This is an optimization exercise on Yosys and OpenROAD, whose aim is small area, not a production implementation.
Function was checked by simulation only, so behaviour that the tests miss may differ from the original.
Power and IR drop assume default switching activity.

==> trial 56: inputs <==
==> flow/design.v (excerpt) <==
module wiv_ex(
    input         clk,
    input         rst,
    input         stall,
    input         flush,
    input         id_valid,
    input  [63:0] id_pc,
    input  [6:0]  id_opcode,
    input  [2:0]  id_funct3,
    input  [6:0]  id_funct7,
    input  [63:0] id_dat_a,
    input  [63:0] id_dat_b,
    input  [4:0]  id_rd,
    input  [11:0] id_csr,
    input         id_we,
    input         id_ld,
    input         id_st,
    input         id_csr_st,
    input         id_amo,
    output        ex_valid,
    output [63:0] ex_pc,
    output [2:0]  ex_funct3,
    output [4:0]  ex_funct5,
    output [63:0] ex_data,
    output [63:0] ex_addr,
    output [4:0]  ex_rd,
    output [11:0] ex_csr,
    output [63:0] ex_csr_data,
    output        ex_we,
    output        ex_ld,
    output        ex_st,
    output        ex_csr_st,
    output        ex_amo
);
core_ex u_ex(
    .clk(clk),
    .rst(rst),
    .stall(stall),
    .flush(flush),
    .id_valid(id_valid),
    .id_pc(id_pc),
    .id_opcode(id_opcode),
    .id_funct3(id_funct3),
    .id_funct7(id_funct7),
    .id_dat_a(id_dat_a),
  ...
export LEC_CHECK = 0
export ABC_AREA = 1
export CAP_MARGIN = 20
export CORE_MARGIN = 2
export CORE_UTILIZATION = 50
export PLACE_DENSITY = 0.65
export SLEW_MARGIN = 20
export SYNTH_HIERARCHICAL = 1
export SYNTH_MINIMUM_KEEP_SIZE = 0
create_clock -name core_clock -period 7.0 [get_ports {clk}]
standard.sh (not shown) runs the stock make flow with config.mk's settings and CLKGATE_MAP_FILE= SYNTH_SCRIPT=/design/flow/synth_recipe.tcl, a recipe that flattens the netlist after the stock synthesis.
==> flow/flow/run.sh <==
#!/bin/bash
# Own layout flow: the standard flow (standard.sh) with two changes:
#  - synthesis (flow/synth.tcl, the standard script with the abc call wrapped) maps
#    the adder module with the standard ABC script and every other module with an
#    area-oriented one (flow/abc_small.script); registers are mapped before ABC,
#    exactly as in the standard synthesis;
#  - the port buffers that placement inserts are sky130_fd_sc_hd__buf_1.
set -euo pipefail
WORK=$(cd "$(dirname "$0")/.." && pwd)
export MY_ABC_AREA="$WORK/flow/abc_small.script"
export MY_ABC_FAST_MODULES="ex_add64"
export BUFFER_PORTS_ARGS="-buffer_cell sky130_fd_sc_hd__buf_1"
sed "s#SYNTH_SCRIPT=[^ ]*#SYNTH_SCRIPT=$WORK/flow/synth.tcl#" "$WORK/standard.sh" > "$WORK/own_standard.sh"
bash "$WORK/own_standard.sh" > "$WORK/own_flow.log" 2>&1
==> flow/flow/abc_small.script <==
strash
dch
amap -F 4 -A 10
topo
==> flow/flow/synth.tcl <==
proc synth {args} { yosys synth -nofsm -noshare {*}$args }
proc abc {args} {
  set i [lsearch -exact $args -script]
  if {$i >= 0 && [info exists ::env(MY_ABC_AREA)] && $::env(MY_ABC_AREA) ne ""} {
    set small $args
    lset small [expr {$i + 1}] $::env(MY_ABC_AREA)
    set fast [list]
    foreach m $::env(MY_ABC_FAST_MODULES) {
      lappend fast "=$m"
      if {[llength $fast] > 1} { lappend fast %u }
    }
    if {[llength $fast] > 0} {
      yosys abc {*}$args {*}$fast
      yosys abc {*}$small {*}$fast %n
    } else {
      yosys abc {*}$small
    }
  } else {
    yosys abc {*}$args
  }
}
source $::env(SCRIPTS_DIR)/synth.tcl
# left out here: clear keep_hierarchy, flatten, clean up, hide names made inside functions, write 1_2_yosys.v
==> trial 32: changes against trial 56 <==
--- a/flow/design.v
+++ b/flow/design.v
@@ -116,54 +116,44 @@
     input         s_shr,
     input         s_shl,
     input         word,
     input         s_p,
     input         s_g,
-    input         s_a,
-    input         s_b,
+    input         s_bna,
+    input         s_sys,
     input         s_andsx,
     input         lt,
-    output [63:0] y
+    output [63:0] y,
+    output [63:0] csr
 );
     wire ar31 = (s_sum & sum[31]) | (s_shr & z[31]) | (s_shl & z[32]);
     wire ext  = word & ar31;
     wire h_sum = s_sum & ~word;
     wire h_shr = s_shr & ~word;
     wire h_shl = s_shl & ~word;
     wire g_lo  = s_g | s_andsx;
-    wire a_hi  = s_a | (s_andsx & b[5]);
+    wire x_shr = s_shr | (s_andsx & b[5]);
+    wire xh_shr = x_shr & ~word;
+    wire [63:0] r;
     genvar i;
     generate
         for (i = 0; i < 64; i = i + 1) begin : bt
             if (i < 6) begin : lo6
-                assign y[i] = (s_sum & sum[i]) | (s_shr & z[i]) | (s_shl & z[63-i])
-                            | (s_p & p[i]) | (g_lo & g[i]) | (s_a & a[i]) | (s_b & b[i])
+                assign r[i] = (s_sum & sum[i]) | (s_shr & z[i]) | (s_shl & z[63-i])
+                            | (s_p & p[i]) | (g_lo & g[i]) | (s_bna & p[i] & b[i])
                             | ((i == 0) ? lt : 1'b0);
             end else if (i < 32) begin : lo
-                assign y[i] = (s_sum & sum[i]) | (s_shr & z[i]) | (s_shl & z[63-i])
-                            | (s_p & p[i]) | (s_g & g[i]) | (a_hi & a[i]) | (s_b & b[i]);
+                assign r[i] = (s_sum & sum[i]) | (x_shr & z[i]) | (s_shl & z[63-i])
+                            | (s_p & p[i]) | (s_g & g[i]) | (s_bna & p[i] & b[i]);
             end else begin : hi
-                assign y[i] = (h_sum & sum[i]) | (h_shr & z[i]) | (h_shl & z[63-i]) | ext
-                            | (s_p & p[i]) | (s_g & g[i]) | (a_hi & a[i]) | (s_b & b[i]);
+                assign r[i] = (h_sum & sum[i]) | (xh_shr & z[i]) | (h_shl & z[63-i]) | ext
+                            | (s_p & p[i]) | (s_g & g[i]) | (s_bna & p[i] & b[i]);
             end
         end
     endgenerate
-endmodule
-module ex_csr(
-    input  [63:0] a,
-    input  [63:0] b,
-    input  [63:0] p,
-    input  [63:0] g,
-    input  [63:0] sum,
-    input         s_a,
-    input         s_bna,
-    input         s_or,
-    input         s_sum,
-    output [63:0] y
-);
-    assign y = ({64{s_a}} & a) | ({64{s_bna}} & p & b) | ({64{s_or}} & (p | g))
-             | ({64{s_sum}} & sum);
+    assign y   = s_sys ? b : r;
+    assign csr = {64{s_sys}} & r;
 endmodule
 module core_ex(
     input             clk,
     input             rst,
     input             stall,
@@ -258,58 +248,57 @@
     wire take = !clr && !stall && id_valid;
     wire keep = !clr && stall;
     reg [63:0] a_q;
     reg [2:0]  cl_q;
     reg [2:0]  m_q;
-    reg        sub_q;    
+    reg [1:0]  sub_q;    
     wire [63:0] n_pc;
     ex_sel #(.W(64)) u_npc(.k(!clr && (stall || !id_valid)), .t(take), .q(ex_pc), .d(id_pc), .y(n_pc));
     localparam integer NR = 1 + 64 + 64 + 3 + 5 + 5 + 12 + 5;
     wire [NR-1:0] r_q = {ex_valid, a_q, ex_addr, ex_funct3, ex_funct5, ex_rd, ex_csr,
                          ex_we, ex_ld, ex_st, ex_csr_st, ex_amo};
     wire [NR-1:0] r_in = {1'b1, id_dat_a, id_dat_b, d_f3, f7[6:2], id_rd, id_csr,
                           id_we, id_ld, id_st, id_csr_st, id_amo};
     wire [NR-1:0] n_r;
     ex_sel #(.W(NR)) u_nr(.k(keep), .t(take), .q(r_q), .d(r_in), .y(n_r));
+    wire       d_sub = (d_cl == WivDefines::CL_SUM && d_m[0]) || d_cl == WivDefines::CL_CMP;
+    wire [7:0] n_c;
+    ex_sel #(.W(8)) u_nc(.k(keep), .t(!keep), .q({cl_q, m_q, sub_q}), .d({d_cl, d_m, {2{d_sub}}}),
+                         .y(n_c));
     always @(posedge clk) begin
         ex_pc <= n_pc;
         {ex_valid, a_q, ex_addr, ex_funct3, ex_funct5, ex_rd, ex_csr,
          ex_we, ex_ld, ex_st, ex_csr_st, ex_amo} <= n_r;
-        if (!keep) begin
-            cl_q  <= d_cl;
-            m_q   <= d_m;
-            sub_q <= (d_cl == WivDefines::CL_SUM && d_m[0]) || d_cl == WivDefines::CL_CMP;
-        end
+        {cl_q, m_q, sub_q} <= n_c;
     end
     wire [63:0] a = a_q;
     wire [63:0] b = ex_addr;
     wire c_sum   = cl_q == WivDefines::CL_SUM;
     wire c_sh    = cl_q == WivDefines::CL_SH;
     wire c_cmp   = cl_q == WivDefines::CL_CMP;
     wire c_logic = cl_q == WivDefines::CL_LOGIC;
     wire c_b     = cl_q == WivDefines::CL_B;
     wire c_a     = cl_q == WivDefines::CL_A;
     wire c_andsx = cl_q == WivDefines::CL_ANDSX;
-    wire sub  = sub_q;
+    wire sub  = sub_q[0];
     wire word = (c_sum | c_sh) & m_q[1];
     wire [63:0] sum, p, g;
     wire        co;
-    ex_add64 u_add(.a(a), .b(b ^ {64{sub}}), .cin(sub), .s(sum), .co(co), .p(p), .g0(g));
+    ex_add64 u_add(.a(a), .b(b ^ {{32{sub_q[1]}}, {32{sub_q[0]}}}), .cin(sub), .s(sum), .co(co), .p(p), .g0(g));
     wire [63:0] sh;
-    ex_shift64 u_sh(.a(a), .amt({b[5] & ~word, b[4:0]}), .left(m_q[0]), .word(word),
-                    .arith(m_q[2]), .y(sh));
+    ex_shift64 u_sh(.a(a), .amt({b[5] & ~word, b[4:0]} & {6{c_sh}}), .left(c_sh & m_q[0]),
+                    .word(word), .arith(m_q[2]), .y(sh));
     wire lt = c_cmp & ((a[63] ^ b[63]) ? (m_q[0] & a[63]) | (~m_q[0] & b[63]) : ~co);
+    wire [1:0] cf = ex_funct3[1:0];
     ex_res u_res(
         .sum(sum), .z(sh), .a(a), .b(b), .p(p), .g(g),
-        .s_sum(c_sum), .s_shr(c_sh & ~m_q[0]), .s_shl(c_sh & m_q[0]), .word(word),
-        .s_p(c_logic & m_q[0]), .s_g(c_logic & m_q[1]), .s_a(c_a), .s_b(c_b),
-        .s_andsx(c_andsx), .lt(lt), .y(ex_data));
-    wire [2:0] cf = ex_funct3;
-    ex_csr u_csr(.a(a), .b(b), .p(p), .g(g), .sum(sum),
-                 .s_a(c_b & cf[1:0] == 2'b01), .s_bna(c_b & cf[1:0] == 2'b11),
-                 .s_or(c_b & cf[1:0] == 2'b10), .s_sum(c_b & cf[1:0] == 2'b00),
-                 .y(ex_csr_data));
+        .s_sum(c_sum | (c_b & cf == 2'b00)),
+        .s_shr((c_sh & ~m_q[0]) | c_a | (c_b & cf == 2'b01)), .s_shl(c_sh & m_q[0]),
+        .word(word),
+        .s_p((c_logic & m_q[0]) | (c_b & cf == 2'b10)), .s_g((c_logic & m_q[1]) | (c_b & cf == 2'b10)),
+        .s_bna(c_b & cf == 2'b11), .s_sys(c_b),
+        .s_andsx(c_andsx), .lt(lt), .y(ex_data), .csr(ex_csr_data));
 endmodule
 module wiv_ex(
     input         clk,
     input         rst,
     input         stall,
==> flow/flow/run.sh (replaced) <==
#!/bin/bash
# Own layout flow: the standard flow (standard.sh) with these changes:
#  - synthesis (flow/synth.tcl, the standard script with the abc call wrapped) maps
#    the adder module with the standard ABC script and every other module with an
#    area-oriented one (flow/abc_small.script); registers are mapped before ABC,
#    exactly as in the standard synthesis;
#  - the port buffers that placement inserts are sky130_fd_sc_hd__buf_1;
#  - clock tree synthesis uses clkbuf_4 (clkbuf_8 at the root) and no dummy loads.
set -euo pipefail
WORK=$(cd "$(dirname "$0")/.." && pwd)
export MY_ABC_AREA="$WORK/flow/abc_small.script"
export MY_ABC_FAST_MODULES="ex_add64"
export BUFFER_PORTS_ARGS="-buffer_cell sky130_fd_sc_hd__buf_1"
export CTS_ARGS="-sink_clustering_enable -repair_clock_nets -buf_list sky130_fd_sc_hd__clkbuf_4 -root_buf sky130_fd_sc_hd__clkbuf_8 -dont_use_dummy_load"
sed "s#SYNTH_SCRIPT=[^ ]*#SYNTH_SCRIPT=$WORK/flow/synth.tcl#" "$WORK/standard.sh" > "$WORK/own_standard.sh"
bash "$WORK/own_standard.sh" > "$WORK/own_flow.log" 2>&1
Settings changed: SETUP_SLACK_MARGIN from default to 0.1.
==> summary.txt <==
Route
  • DR vias: approximately 24000
  • M1 wire length: 32630 µm

Layout
  • Final net count: ~3200
  • Fin util: 0.6257
  • Multi-input combinational area share: 0.5574

Outcome
  • Status: timing/DRC/antenna clean

STA
  • Max_slew headroom: 0.1647

Setup path
  • Crit path largest cell delay: 0.72 ns
(the above is from trial 56)
==> summary.txt <==
Outcome
  • Status: timing/DRC/antenna clean

Pwr
  • Leakage: approximately 8.5 nW

Layout
  • Fin util: 0.6402
  • Final net count: 3241
  • Multi-input combinational area share: 0.5556

Setup path
  • WP data arrival: 5.42 ns
  • Crit path largest cell delay: 0.38 ns

Route
  • DR vias: 23450
  • M1 wire length: 32610 µm

STA
  • Final worst-path cycle share: 0.9747
(the above is from trial 32)

separate check: timing with driven ports:
No port has a modelled driver above. Below, the same layouts with a new extraction and two added sets of constraints. Step 1 assumes that a clkbuf_16 drives the clock port and a buf_2 every other input. Step 2 adds t to the input delays and takes it off the output delays; t is the mean of the earliest and latest rising clock arrival at the registers after step 1. Input paths then give back, and output paths get back, about the clock's delay inside the block. Three values: ideal ports, drivers, drivers and shift; two values: the first two.
run | shift t [ns] | setup slack, ns | worst register clock-pin slew, ns
trial 56 | 0.613 | 0.194 / 0.138 / 0.751 | 0.06 / 0.06
trial 32 | 0.651 | 0.177 / 0.124 / 0.775 | 0.07 / 0.07
After both steps setup and hold are still met in every run listed.
